This is an optimization exercise on Yosys and OpenROAD, whose aim is small area, a short achievable clock period and few clock cycles per item, not a production implementation.
At most, simulation tests tie the RTL to the original design; equivalence was not proved.
Only the layout flow was run in runs 2 and 3; the RTL was not checked for function there.
Power and IR drop assume default switching activity.

## flow/design.v (module list and top-level ports; edited modules follow where they fit)
// module divider: 6885 lines
module divider #
(
    parameter N = 32
)
(
    input wire [N-1:0] dividend,
    input wire [N-1:0] divisor,
    input wire start,
    input wire rst,
    input wire clk,
    output wire [N-1:0] quotient,
    output wire [N-1:0] remainder,
    output wire done
);
  // ...
==> flow/run.sh <==
#!/bin/bash
# synth_recipe.tcl (not shown) runs the flow's synth.tcl, then flattens the netlist and writes it again
# the make line also repeats each setting of config.mk as NAME=value (left out here)
make -C /OpenROAD-flow-scripts/flow DESIGN_CONFIG=/design/flow/config.mk WORK_HOME=/design/flow/orfs CLKGATE_MAP_FILE= SYNTH_SCRIPT=/design/flow/synth_recipe.tcl finish
==> flow/config.mk <==
export PLATFORM = sky130hd
export DESIGN_NAME = divider
export DESIGN_NICKNAME = divider
export VERILOG_FILES = /design/flow/design.v
export SDC_FILE = /design/flow/constraint.sdc
export NUM_CORES = 4
export LEC_CHECK = 0
export ABC_AREA = 1
export CAP_MARGIN = 20
export CORE_MARGIN = 2
export CORE_UTILIZATION = 60
export CTS_CLUSTER_DIAMETER = 100
export CTS_CLUSTER_SIZE = 25
export PLACE_DENSITY = 0.72
export SETUP_SLACK_MARGIN = 2.4
export SLEW_MARGIN = 20
==> flow/constraint.sdc <==
create_clock -name core_clock -period 4.5 [get_ports {clk}]
set_input_delay 0.9000 -clock core_clock [delete_from_list [all_inputs] [get_ports {clk}]]
set_output_delay 0.9000 -clock core_clock [all_outputs]
set_load 0.01 [all_outputs]
==> results.yml, run 1 <==
outcome:
  status: "finished clean"
cells_and_area:
  instances_no_fill: 11800
  nClkBuffers: 120
  seq_share: 0.534
  largest_cell_class: "flip-flops and latches"
  n_sequential_cell: 2539
  final_cell_mix: "2331 x nand2_1, 2176 x dfxtp_1, 1137 x inv_1"
yosys:
  synth_ff_type: "dfxtp_1"
  avgSynthCellArea_sq_um: 8.83
  ys_types: 58
  synth-warning-count: 1
  postSynthRegisterBits: 2539
  synthSimpleGateAreaFrac: 0.222
pwr:
  ir_drop_mv: 0.455
  p_int_uw: 30500
  power_uw: 41600
die:
  die-height_microns: 377
  ios: 132
detailed_routing:
  wl_met2_mm: 88.4
  top_layer_used: "met5"
  vias: 59800
worst_setup_path:
  worstSetupPathType: "flop to primary output"
  r2r_start: "d30_q[9]"
global_routing:
  top_usage_layer: "met2"
  grt_max_degree: 32
clock_network:
  postCtsSetupBuffers: 105
  clockBufferDepth: 3
placed_design:
  gp_congestion: 0.898
hold_path:
  min_to: "xq30_q[10]"
Testbench counts, summed over its fixed seeds: cycles 2,288, items 2,048.
==> inputs of run 2 (changes only) <==
--- a/flow/design.v
+++ b/flow/design.v
@@ -33,34 +33,19 @@
     assign g1_1[1] = g1_0[1] | (p1_0[1] & g1_0[0]);
     assign p1_1[1] = p1_0[1] & p1_0[0];
     wire [1:0] bi1 = {g1_1[0:0], 1'b0};
     wire ge1 = ~g1_1[1] & ~|d1[N-1:2];
     wire [1:0] r2 = c1 ^ ({2{ge1}} & (d1[1:0] ^ bi1));
     wire [N-1:0] xq2 = {xq1[N-2:0], ge1};
     wire [N-1:0] d2 = d1;
     wire v2 = v1;
-    reg [1:0] r2_q;
-    reg [N-1:0] xq2_q;
-    reg [N-1:0] d2_q;
-    reg z2_q;
-    reg v2_q;
-    always @(posedge clk) begin
-        r2_q <= r2;
-        xq2_q <= xq2;
-        d2_q <= d2;
-        z2_q <= ~|d2[N-1:3];
-    end
-    always @(posedge clk, posedge rst) begin
-        if (rst) v2_q <= 1'b0;
-        else v2_q <= v2;
-    end
-    wire [2:0] c2 = {r2_q, xq2_q[N-1]};
-    wire [2:0] g2_0 = ~c2 & d2_q[2:0];
-    wire [2:0] p2_0 = ~c2 | d2_q[2:0];
+    wire [2:0] c2 = {r2, xq2[N-1]};
+    wire [2:0] g2_0 = ~c2 & d2[2:0];
+    wire [2:0] p2_0 = ~c2 | d2[2:0];
     wire [2:0] g2_1, p2_1;
     assign g2_1[0] = g2_0[0];
     assign p2_1[0] = p2_0[0];
     assign g2_1[1] = g2_0[1] | (p2_0[1] & g2_0[0]);
     assign p2_1[1] = p2_0[1] & p2_0[0];
     assign g2_1[2] = g2_0[2];
     assign p2_1[2] = p2_0[2];
     wire [2:0] g2_2, p2_2;
@@ -73,21 +58,21 @@
     wire [2:0] g2_3, p2_3;
     assign g2_3[0] = g2_2[0];
     assign p2_3[0] = p2_2[0];
     assign g2_3[1] = g2_2[1];
     assign p2_3[1] = p2_2[1];
     assign g2_3[2] = g2_2[2] | (p2_2[2] & g2_2[1]);
     assign p2_3[2] = p2_2[2] & p2_2[1];
     wire [2:0] bi2 = {g2_3[1:0], 1'b0};
-    wire ge2 = ~g2_3[2] & z2_q;
-    wire [2:0] r3 = c2 ^ ({3{ge2}} & (d2_q[2:0] ^ bi2));
-    wire [N-1:0] xq3 = {xq2_q[N-2:0], ge2};
-    wire [N-1:0] d3 = d2_q;
-    wire v3 = v2_q;
+    wire ge2 = ~g2_3[2] & ~|d2[N-1:3];
+    wire [2:0] r3 = c2 ^ ({3{ge2}} & (d2[2:0] ^ bi2));
+    wire [N-1:0] xq3 = {xq2[N-2:0], ge2};
+    wire [N-1:0] d3 = d2;
+    wire v3 = v2;
     reg [2:0] r3_q;
     reg [N-1:0] xq3_q;
     reg [N-1:0] d3_q;
     reg z3_q;
     reg v3_q;
     always @(posedge clk) begin
         r3_q <= r3;
         xq3_q <= xq3;
--- a/flow/config.mk
+++ b/flow/config.mk
@@ -6,11 +6,10 @@
 export NUM_CORES = 4
 export LEC_CHECK = 0
 export ABC_AREA = 1
 export CAP_MARGIN = 20
 export CORE_MARGIN = 2
 export CORE_UTILIZATION = 60
 export CTS_CLUSTER_DIAMETER = 100
 export CTS_CLUSTER_SIZE = 25
-export PLACE_DENSITY = 0.72
-export SETUP_SLACK_MARGIN = 2.4
+export SETUP_SLACK_MARGIN = 2.3
 export SLEW_MARGIN = 20
==> results.yml, run 2 <==
outcome:
  status: "finished clean"
cells_and_area:
  final_cell_mix: "2231 x dfxtp_1, 1847 x nand2_1, 1016 x inv_1"
  final_nets: 9267
  drive_gt1_frac: 0.154
  multi_input_area_sq_um: 28300
  layout_commonest_cell: "dfxtp_1"
  final_util: 0.691
  ff_latch_area_sq_um: 49900
  area.growth.synth_to_final_pct: 14.0
  instances_no_fill: 11000
  fillers: 10200
die:
  ios: 132
  die-height_microns: 369
  die_w_microns: 369
  die_area_sq_um: 136000
  core_area_sq_um: 132000
  num_rows: 133
  start_util: 0.606
yosys:
  seq_area_frac_synth: 0.621
  synthCells: 8743
  synth_ff_type: "dfxtp_1"
  synth-warning-count: 1
  synth_top_area_share: 0.612
  synthTopCellsByCount: "2441 x dfxtp_1, 2030 x nand2_1, 1081 x inv_1"
  yosys-top-cells-area: "dfxtp_1 61%, nand2_1 9.5%, xor2_1 5.8%, inv_1 5.1%, nor2_1 3.4%"
  synthArstFlopShare: 0.0121
  synth_most_common_cell: "dfxtp_1"
  synth_largest_area_cell: "dfxtp_1"
  postSynthRegisterBits: 2471
  synth-edff-count: 0
  synth_fp_nets: 8810
  ys_types: 59
  avgSynthCellArea_sq_um: 9.13
  syn_area_sq_um: 79900
worst_setup_path:
  worstSetupPathType: "flop to flop"
  slowest_delay_ns: 0.38
  crit_chain: "inv_2, o21ai_1, o21ai_1, inv_1, nand2_2, nand2_2, nand3_2, nand3b_1, nand2_2, o21ai_2, nand3_4, buf_12, buf_6, clkinvlp_4, nand2_1, nand2_1, nand2_1"
  r2r_cells: 17
  crit_required_ns: 5.15
  setup.worst_path.start: "r26_q[4]"
  worst_setup_path_start_kind: "flop"
  crit_fanout: 7
  r2r_slack_ns: 2.29
  critPathSlowestCell: "dfxtp_2"
  endpoint_kind: "flop"
  r2r_start: "r26_q[4]"
  worstReg2RegEnd: "r27_q[2]"
  cp.arrival_ns: 2.87
clock_network:
  clockBufferDepth: 3
  root_buffer: "clkbuf_16"
  insertion_delay_ns: 0.77
  htree_levels: 3
  clock_sinks: 2471
  clk_transition_reported_paths_ns: 0.10
  cts_tree: "done"
  holdBufCountCts: 0
  numCtsBuffers: 109
timing:
  fin_crit_ns: 2.21
  tns_ns: 0
  worst_slack_ns: 2.29
  rsz0062_at_grt: "true"
  post-route-period-util: 0.492
  max-slew-margin-rel: 0.583
  worstMarginPinSlew_ns: 0.620
  setup_viol: 0
  fin_skew_ns: 0.0572
  drv_slew: 0
  max_freq_mhz: 451
  hold_viol_final: 0
placed_design:
  numPortBuffers: 131
  post-place-ws_ns: 1.42
  dp_hpwl_mm: 117
  gp_congestion: 0.889
  dp_cells: 10600
global_routing:
  grt_usage: 0.232
  antenna_found_initial: 5
  overflow: 0
  grt_max_degree: 31
  grt_pass1_wl_mm: 258
  grt_pass1_vias: 51400
hold_path:
  min_to: "d25_q[29]"
  min-delay-start: "d24_q[29]"
  holdCritPathClass: "flop to flop"
  whs_path_depth: 0
detailed_routing:
  vias: 54800
  routed_via_density: 5.00
  dr.first_iter.drc_count: 3716
  drc: 0
  routedWlPerCell_microns: 15.2
  ant_nets: 0
  wirelength_mm: 167
  firstDrtPassIters: 5
pwr:
  total_leakage_power_uw: 0.0421
  ir_drop_mv: 0.487
  power_density_nw_per_um2: 437
flow_run:
  cap_violations: 0
[run 2: stage by stage]
stage / total power (uW) / hold WS (ns) / area [sq um]
after floorplan: 27100 / 0.310 / 79900
after CTS: 39400 / 0.289 / 87300
after global routing: 41600 / 0.275 / 91100
final: 39800 / 0.302 / 91100
after detailed placement: 28500 / 0.312 / 83000
after global placement: 28400 / 0.310 / 83000
[run 2: timing repair]
item / 4_1_cts / 5_1_grt
hold endpoints to repair: 0 / 0
gates cloned: 13 / 12
buffers inserted: 71 / 158
pin swaps: 47 / 202
endpoints found under the setup margin: 479 / 475
gates resized for setup: 551 / 879
[run 2: layout make-up]
class	count	area share
Antenna cell	1	0.0000275
Clock buffer	113	0.0301
Clock inverter	9	0.00234
Inverter	1097	0.0472
Multi-Input combinational cell	5135	0.310
Sequential cell	2471	0.548
Tap cell	1755	0.0241
Timing Repair Buffer	376	0.0363
Timing Repair inverter	10	0.00136
[run 2: worst max path at each step]
stage	endpoint	slack [ns]	cells past startpoint
floorplan	r3_q[1]	2.33	12
global placement	r3_q[1]	1.38	14
detailed placement	r3_q[1]	1.42	14
CTS	r25_q[4]	2.25	15
global route	r27_q[2]	2.14	17
finish	r27_q[2]	2.29	17
[run 2: worst max-delay path, delay by kind of cell (launching register included)]
| family | cells | cell delay, ns |
|---|---|---|
| compound gates | 3 | 0.35 |
| flops | 1 | 0.38 |
| buf+inv | 5 | 0.58 |
| simple gates | 9 | 0.80 |
[run 2: power by group]
group          leakage [uW]  total [uW]  internal (uW)  switching [uW]
sequential           0.0207       23800          23100             784
combinational        0.0199        5040           1910            3130
clock               0.00143       10900           4420            6480
total                0.0421       39800          29400           10400
[run 2: cell families after synthesis]
logic type	after synthesis	share of synthesized area
xor+xnor	626	0.0689
fa+ha+maj	3	0.000392
compound gates	817	0.0557
buf+inv	1144	0.0566
flops	2471	0.621
simple gates	3682	0.197
[run 2: layer usage]
metal  global-route usage  vias to the layer above  part of all wire
met1                0.310                    25500              0.46
li1                     -                    28100                 -
met4               0.0549                        2             0.020
met3               0.0309                      224             0.042
met2                0.400                      992              0.48
met5                    0                        -          0.000072
==> inputs of run 3 (changes only) <==
--- a/flow/config.mk
+++ b/flow/config.mk
@@ -11,5 +11,6 @@
 export CORE_UTILIZATION = 60
 export CTS_CLUSTER_DIAMETER = 100
 export CTS_CLUSTER_SIZE = 25
+export PLACE_DENSITY = 0.72
 export SETUP_SLACK_MARGIN = 2.3
 export SLEW_MARGIN = 20
==> results.yml, run 3 <==
worst_setup_path:
  path_buf_inv: 3
  crit_required_ns: 5.13
  crit_chain: "inv_2, o21ai_2, o21ai_2, a21oi_2, nand3_2, nand3b_1, nand2_2, o21ai_2, nand3_4, buf_12, clkinvlp_4, nand2_2, nand2_2, nand2_1"
  r2r_slack_ns: 2.31
  worst_setup_path_start_kind: "flop"
  cp.arrival_ns: 2.82
  endpoint_kind: "flop"
  r2r_cells: 14
  worstSetupPathType: "flop to flop"
  slowest_delay_ns: 0.37
  worstReg2RegEnd: "r27_q[2]"
  crit_family: "simple AND/OR/NAND/NOR gates"
  r2r_start: "r26_q[6]"
  critPathSlowestCell: "dfxtp_2"
  crit_fanout: 7
timing:
  drv_slew: 0
  fin_crit_ns: 2.19
  post-route-period-util: 0.486
  rsz0062_at_grt: "true"
  worst_slack_ns: 2.31
  max_freq_mhz: 458
  tns_ns: 0
  max-slew-margin-rel: 0.606
  setup_viol: 0
  hold_viol_final: 0
  worstMarginPinSlew_ns: 0.590
  fin_skew_ns: 0.0676
die:
  die_w_microns: 369
  num_rows: 133
  die_area_sq_um: 136000
  ios: 132
  core_area_sq_um: 132000
  start_util: 0.606
  die-height_microns: 369
pwr:
  swShare: 0.262
  ir_drop_mv: 0.432
  power_frac_clock: 0.274
  power_frac_comb: 0.128
  power_switching_uw: 10400
  total_leakage_power_uw: 0.0423
  p_int_uw: 29400
  p_seq_frac: 0.598
  power_density_nw_per_um2: 436
detailed_routing:
  ant_nets: 0
  drc: 0
  vias: 55500
  routedWlPerCell_microns: 15.5
  firstDrtPassIters: 6
  dr.first_iter.drc_count: 3605
  routed_via_density: 5.04
  wirelength_mm: 170
clock_network:
  clk_transition_reported_paths_ns: 0.10
  numCtsBuffers: 109
  clockBufferDepth: 3
  htree_levels: 3
  cts_tree: "done"
  insertion_delay_ns: 0.78
  clock_sinks: 2471
  holdBufCountCts: 0
  root_buffer: "clkbuf_16"
cells_and_area:
  final_area_sq_um: 91500
  final_cell_mix: "2237 x dfxtp_1, 1834 x nand2_1, 1015 x inv_1"
  area.growth.synth_to_final_pct: 14.6
  fillers: 10200
  final_nets: 9301
  drive_gt1_frac: 0.161
  antenna_cells: 0
  layout_commonest_cell: "dfxtp_1"
global_routing:
  overflow: 0
  grt_usage: 0.237
  grt_max_degree: 31
  grt_pass1_vias: 52100
  antenna_found_initial: 4
  grt_pass1_wl_mm: 262
hold_path:
  min-delay-start: "xq25_q[21]"
  holdCritPathClass: "flop to flop"
  whs_path_depth: 0
  min_to: "xq26_q[22]"
yosys:
  synth_top_area_share: 0.612
  syn_area_sq_um: 79900
  synth-xor-area-share: 0.0689
  synth_fa_ha_area_frac: 0.000392
  avgSynthCellArea_sq_um: 9.13
  ys_types: 59
  yosys-top-cells-area: "dfxtp_1 61%, nand2_1 9.5%, xor2_1 5.8%, inv_1 5.1%, nor2_1 3.4%"
  synth_most_common_cell: "dfxtp_1"
  seq_area_frac_synth: 0.621
  synth_ff_type: "dfxtp_1"
  synth.area.mux_share: 0
  synthCells: 8743
  synth_compound_area_frac: 0.0557
  synth_largest_area_cell: "dfxtp_1"
  synth-warning-count: 1
  synthArstFlopShare: 0.0121
  synth_fp_nets: 8810
  synthSimpleGateAreaFrac: 0.197
  synth-edff-count: 0
  postSynthRegisterBits: 2471
  synthTopCellsByCount: "2441 x dfxtp_1, 2030 x nand2_1, 1081 x inv_1"
  synth_top_family_by_area: "simple AND/OR/NAND/NOR gates"
placed_design:
  gp_congestion: 0.903
  post-place-ws_ns: 1.34
  place_area_sq_um: 83000
  dp_hpwl_mm: 118
  numPortBuffers: 131
outcome:
  status: "finished clean"
flow_run:
  cap_violations: 0
-- run 3: what timing repair did --
item                                    in CTS  in global routing
resized for setup                          541                949
setup buffers                               91                160
pin swaps                                   55                242
cloned                                      21                 16
endpoints found under the setup margin     498                493
-- run 3: metal layers --
metal / up-vias / share of wire / track usage
li1: 28200 / - / -
met1: 25900 / 0.46 / 0.321
met2: 1138 / 0.48 / 0.405
met3: 231 / 0.046 / 0.0278
met4: 2 / 0.020 / 0.0560
met5: - / 0.000070 / 0
-- run 3: worst max path at each step --
stage | from | to | slack, ns | depth (start not counted)
2_1_floorplan | divisor[18] | r3_q[1] | 2.33 | 12
3_3_place_gp | divisor[0] | r3_q[2] | 1.28 | 13
3_5_place_dp | divisor[2] | r3_q[0] | 1.34 | 16
4_1_cts | d26_q[24] | r27_q[6] | 2.22 | 13
5_1_grt | d26_q[12] | r27_q[2] | 2.15 | 17
6_report | r26_q[6] | r27_q[2] | 2.31 | 14
-- run 3: per-stage QoR --
| stage | total power, uW | util | hold slack (ns) | instances |
|---|---|---|---|---|
| finish | 39900 | 0.694 | 0.299 | 11000 |
| global route | 41700 | 0.694 | 0.280 | 11000 |
| CTS | 39400 | 0.664 | 0.296 | 10800 |
| detailed placement | 28500 | 0.630 | 0.312 | 10600 |
| global placement | 28400 | 0.630 | 0.310 | 10600 |
| floorplan | 27100 | - | 0.310 | 8743 |
-- run 3: cell families (layout without fill, tap and decap cells) --
logic type	after synthesis	in the layout
XOR/XNOR	626	626
AND/OR/NAND/NOR	3682	3695
AO/OA/AOI/OAI	817	817
buffers and inverters	1144	1639
adder cells (fa/ha/maj)	3	3
flip-flops	2471	2471
-- run 3: cell type report --
type,count,area [sq um],share of cell area
tap,1755,2200,0.0240
clock inverter,10,213,0.00232
timing repair buffer,396,3410,0.0373
inverter,1097,4290,0.0469
sequential,2471,49900,0.546
clock buffer,118,2770,0.0303
multi-input combinational,5141,28500,0.312
timing repair inverter,18,184,0.00201
-- run 3: power by group through the flow --
stage	clock network [uW]	logic [uW]	registers [uW]
after floorplan	0	3040	24100
after global placement	0	4090	24300
after detailed placement	0	4190	24300
after CTS	11200	4340	23800
after global routing	12000	5670	24000
final	10900	5110	23800

==> static timing again, ports no longer ideal <==
Ports are ideal in the flow. The routed layouts listed here were re-timed in OpenROAD.
Step 1, drivers: a clkbuf_16 drives clk and a buf_2 each remaining input, both assumed.
Step 2 times the ports against the registers' clock, not the clock port: input delays grow and output delays shrink by t, the midpoint of the rising clock arrivals with the driver on.
a / b / c = no drivers / after step 1 / after step 2; a / b = the first two.
| run | t (ns) | setup WS [ns] | hold slack, ns | worst setup path at the end | cell pins on the clock port's net |
|---|---|---|---|---|---|
| run 1 | 0.848 | 2.303 / 2.221 / 1.752 | 0.284 / 0.284 / 0.284 | input to register | 1 |
| run 2 | 0.823 | 2.285 / 2.266 / 1.635 | 0.302 / 0.274 / 0.302 | input to register | 1 |
| run 3 | 0.820 | 2.314 / 2.260 / 1.627 | 0.299 / 0.264 / 0.299 | input to register | 1 |
After both steps every run listed still meets setup and hold. For run 3, which loses most, drivers alone change the setup slack by -0.054 ns; drivers and shift together by -0.687 ns.
